Context: an optimization exercise on an open-source flow, tuned for small area and a short achievable clock period. The choices shown serve that exercise and are no tape-out recipe. In this exercise RTL edits were held to simulation tests only and were not proved equivalent to the original. Power and IR drop assume default switching activity.

==> module agu_add, before the edit <==
module agu_add(
    input  wire [31:0] a,
    input  wire [11:0] imm,
    output wire [31:0] s
);
    genvar i;
    wire [11:0] gn, tn, hs;           
    wire [11:0] g1, t1;               
    wire [11:0] g2n, t2n;             
    wire [11:0] g3, t3;               
    wire [11:0] g4n;                  
    generate
        for (i = 0; i < 12; i = i + 1) begin : lo0
            hm_nand2 u_g(.a(a[i]), .b(imm[i]), .y(gn[i]));
            hm_nor2  u_t(.a(a[i]), .b(imm[i]), .y(tn[i]));
            hm_xor2  u_h(.a(a[i]), .b(imm[i]), .y(hs[i]));
        end
        for (i = 0; i < 12; i = i + 1) begin : lo1
            if (i >= 1) begin : x
                hm_oai21 u_g(.a1(tn[i]), .a2(gn[i-1]), .b1(gn[i]), .y(g1[i]));
                hm_nor2  u_t(.a(tn[i]), .b(tn[i-1]), .y(t1[i]));
            end else begin : y
                hm_inv u_g(.a(gn[i]), .y(g1[i]));
                hm_inv u_t(.a(tn[i]), .y(t1[i]));
            end
        end
        for (i = 0; i < 12; i = i + 1) begin : lo2
            if (i >= 2) begin : x
                hm_aoi21 u_g(.a1(t1[i]), .a2(g1[i-2]), .b1(g1[i]), .y(g2n[i]));
                hm_nand2 u_t(.a(t1[i]), .b(t1[i-2]), .y(t2n[i]));
            end else begin : y
                hm_inv u_g(.a(g1[i]), .y(g2n[i]));
                hm_inv u_t(.a(t1[i]), .y(t2n[i]));
            end
        end
        for (i = 0; i < 12; i = i + 1) begin : lo3
            if (i >= 4) begin : x
                hm_oai21 u_g(.a1(t2n[i]), .a2(g2n[i-4]), .b1(g2n[i]), .y(g3[i]));
                hm_nor2  u_t(.a(t2n[i]), .b(t2n[i-4]), .y(t3[i]));
            end else begin : y
                hm_inv u_g(.a(g2n[i]), .y(g3[i]));
                hm_inv u_t(.a(t2n[i]), .y(t3[i]));
            end
        end
        for (i = 0; i < 12; i = i + 1) begin : lo4
            if (i >= 8) begin : x
                hm_aoi21 u_g(.a1(t3[i]), .a2(g3[i-8]), .b1(g3[i]), .y(g4n[i]));
            end else begin : y
                hm_inv u_g(.a(g3[i]), .y(g4n[i]));
            end
        end
    endgenerate
    assign s[0] = hs[0];
    generate
        for (i = 1; i < 12; i = i + 1) begin : los
            hm_xnor2 u_s(.a(hs[i]), .b(g4n[i-1]), .y(s[i]));
        end
    endgenerate
    wire c12n = g4n[11];
    wire sg = imm[11];
    wire [19:0] ah = a[31:12];
    wire [19:0] a1n, z1, a2, z2n, a3n, z3, a4, z4n, a5n, z5;
    generate
        for (i = 0; i < 20; i = i + 1) begin : hp1
            if (i >= 1) begin : x
                hm_nand2 u_a(.a(ah[i]), .b(ah[i-1]), .y(a1n[i]));
                hm_nor2  u_z(.a(ah[i]), .b(ah[i-1]), .y(z1[i]));
            end else begin : y
                hm_inv u_a(.a(ah[i]), .y(a1n[i]));
                hm_inv u_z(.a(ah[i]), .y(z1[i]));
            end
        end
        for (i = 0; i < 20; i = i + 1) begin : hp2
            if (i >= 2) begin : x
                hm_nor2  u_a(.a(a1n[i]), .b(a1n[i-2]), .y(a2[i]));
                hm_nand2 u_z(.a(z1[i]), .b(z1[i-2]), .y(z2n[i]));
            end else begin : y
                hm_inv u_a(.a(a1n[i]), .y(a2[i]));
                hm_inv u_z(.a(z1[i]), .y(z2n[i]));
            end
        end
        for (i = 0; i < 20; i = i + 1) begin : hp3
            if (i >= 4) begin : x
                hm_nand2 u_a(.a(a2[i]), .b(a2[i-4]), .y(a3n[i]));
                hm_nor2  u_z(.a(z2n[i]), .b(z2n[i-4]), .y(z3[i]));
            end else begin : y
                hm_inv u_a(.a(a2[i]), .y(a3n[i]));
                hm_inv u_z(.a(z2n[i]), .y(z3[i]));
            end
        end
        for (i = 0; i < 20; i = i + 1) begin : hp4
            if (i >= 8) begin : x
                hm_nor2  u_a(.a(a3n[i]), .b(a3n[i-8]), .y(a4[i]));
                hm_nand2 u_z(.a(z3[i]), .b(z3[i-8]), .y(z4n[i]));
            end else begin : y
                hm_inv u_a(.a(a3n[i]), .y(a4[i]));
                hm_inv u_z(.a(z3[i]), .y(z4n[i]));
            end
        end
        for (i = 0; i < 20; i = i + 1) begin : hp5
            if (i >= 16) begin : x
                hm_nand2 u_a(.a(a4[i]), .b(a4[i-16]), .y(a5n[i]));
                hm_nor2  u_z(.a(z4n[i]), .b(z4n[i-16]), .y(z5[i]));
            end else begin : y
                hm_inv u_a(.a(a4[i]), .y(a5n[i]));
                hm_inv u_z(.a(z4n[i]), .y(z5[i]));
            end
        end
    endgenerate
    wire sgn;
    hm_inv u_sgn(.a(sg), .y(sgn));
    wire [19:0] f1, f0n, x1, x0;
    generate
        for (i = 0; i < 20; i = i + 1) begin : hs_
            if (i >= 1) begin : x
                hm_nor2  u_f1(.a(sg), .b(a5n[i-1]), .y(f1[i]));
                hm_nand2 u_f0(.a(sg), .b(z5[i-1]), .y(f0n[i]));
            end else begin : y
                assign f1[i] = sgn;
                hm_inv u_f0(.a(sg), .y(f0n[i]));
            end
            hm_xor2  u_x1(.a(ah[i]), .b(f1[i]), .y(x1[i]));
            hm_xnor2 u_x0(.a(ah[i]), .b(f0n[i]), .y(x0[i]));
            hm_mux2  u_m(.a0(x1[i]), .a1(x0[i]), .s(c12n), .y(s[12+i]));
        end
    endgenerate
endmodule
export LEC_CHECK = 0
export CAP_MARGIN = 30
export CORE_MARGIN = 2
export CORE_UTILIZATION = 50
export CTS_BUF_LIST = sky130_fd_sc_hd__clkbuf_8
export CTS_CLUSTER_DIAMETER = 40
export CTS_CLUSTER_SIZE = 16
export SETUP_SLACK_MARGIN = 4.5
export SLEW_MARGIN = 20
export SYNTH_HIERARCHICAL = 1
export SYNTH_MINIMUM_KEEP_SIZE = 0
create_clock -name core_clock -period 12.0 [get_ports {clk}]
standard.sh (not shown) runs the stock make flow with config.mk's settings and CLKGATE_MAP_FILE= SYNTH_SCRIPT=/design/flow/synth_recipe.tcl, a recipe that flattens the netlist after the stock synthesis.
==> flow/flow/run.sh <==
#!/bin/bash
# The standard layout, except that the port buffers inserted before global
# placement are the smallest buffer; timing repair resizes those that need it.
set -euo pipefail
export BUFFER_PORTS_ARGS="-buffer_cell sky130_fd_sc_hd__buf_1"
bash standard.sh > standard_flow.log 2>&1
==> next run, changes <==
--- a/flow/design.v
+++ b/flow/design.v
@@ -296,4 +296,6 @@
     endgenerate
     wire c12n = g4n[11];
+    wire c12p;
+    hm_inv u_c12p(.a(c12n), .y(c12p));
     wire sg = imm[11];
     wire [19:0] ah = a[31:12];
@@ -360,5 +362,8 @@
             hm_xor2  u_x1(.a(ah[i]), .b(f1[i]), .y(x1[i]));
             hm_xnor2 u_x0(.a(ah[i]), .b(f0n[i]), .y(x0[i]));
-            hm_mux2  u_m(.a0(x1[i]), .a1(x0[i]), .s(c12n), .y(s[12+i]));
+            wire n1, n0;
+            hm_nand2 u_n1(.a(c12p), .b(x1[i]), .y(n1));
+            hm_nand2 u_n0(.a(c12n), .b(x0[i]), .y(n0));
+            hm_nand2 u_o (.a(n1), .b(n0), .y(s[12+i]));
         end
     endgenerate
The new run ran to the end with no violations.
Register-to-register slack loses 50 ps.
Final area is higher by 0.36%.
Non-clock buffer count fell by 3.
Via count increases by 1.4%.
Wire length is lower by 0.40%.
Synthesized cell count rose by 1.1%.
Sequential power stays flat.
Core utilization came out higher by 0.31 points.

[static timing again, ports no longer ideal]
No port has a modelled driver above. Below, the same layouts with a new extraction and two added sets of constraints.
Step 1 assumes that a clkbuf_16 drives the clock port and a buf_2 every other input.
Step 2 adds t to the input delays and takes it off the output delays; t is the mean of the earliest and latest rising clock arrival at the registers after step 1. Input paths then give back, and output paths get back, about the clock's delay inside the block.
Slacks: ideal ports / drivers / drivers and shift; pairs: ideal ports / drivers.
run | t (ns) | setup slack, ns | worst setup path after step 2 | worst slew at a driven data input, ns
the first run | 0.771 | 4.364 / 3.971 / 3.720 | input to register | 0.40
the second run | 0.783 | 4.450 / 4.098 / 3.794 | input to register | 0.35
After both steps setup and hold are still met in every run listed. For the second run, which loses most, drivers alone change the setup slack by -0.352 ns; drivers and shift together by -0.656 ns.
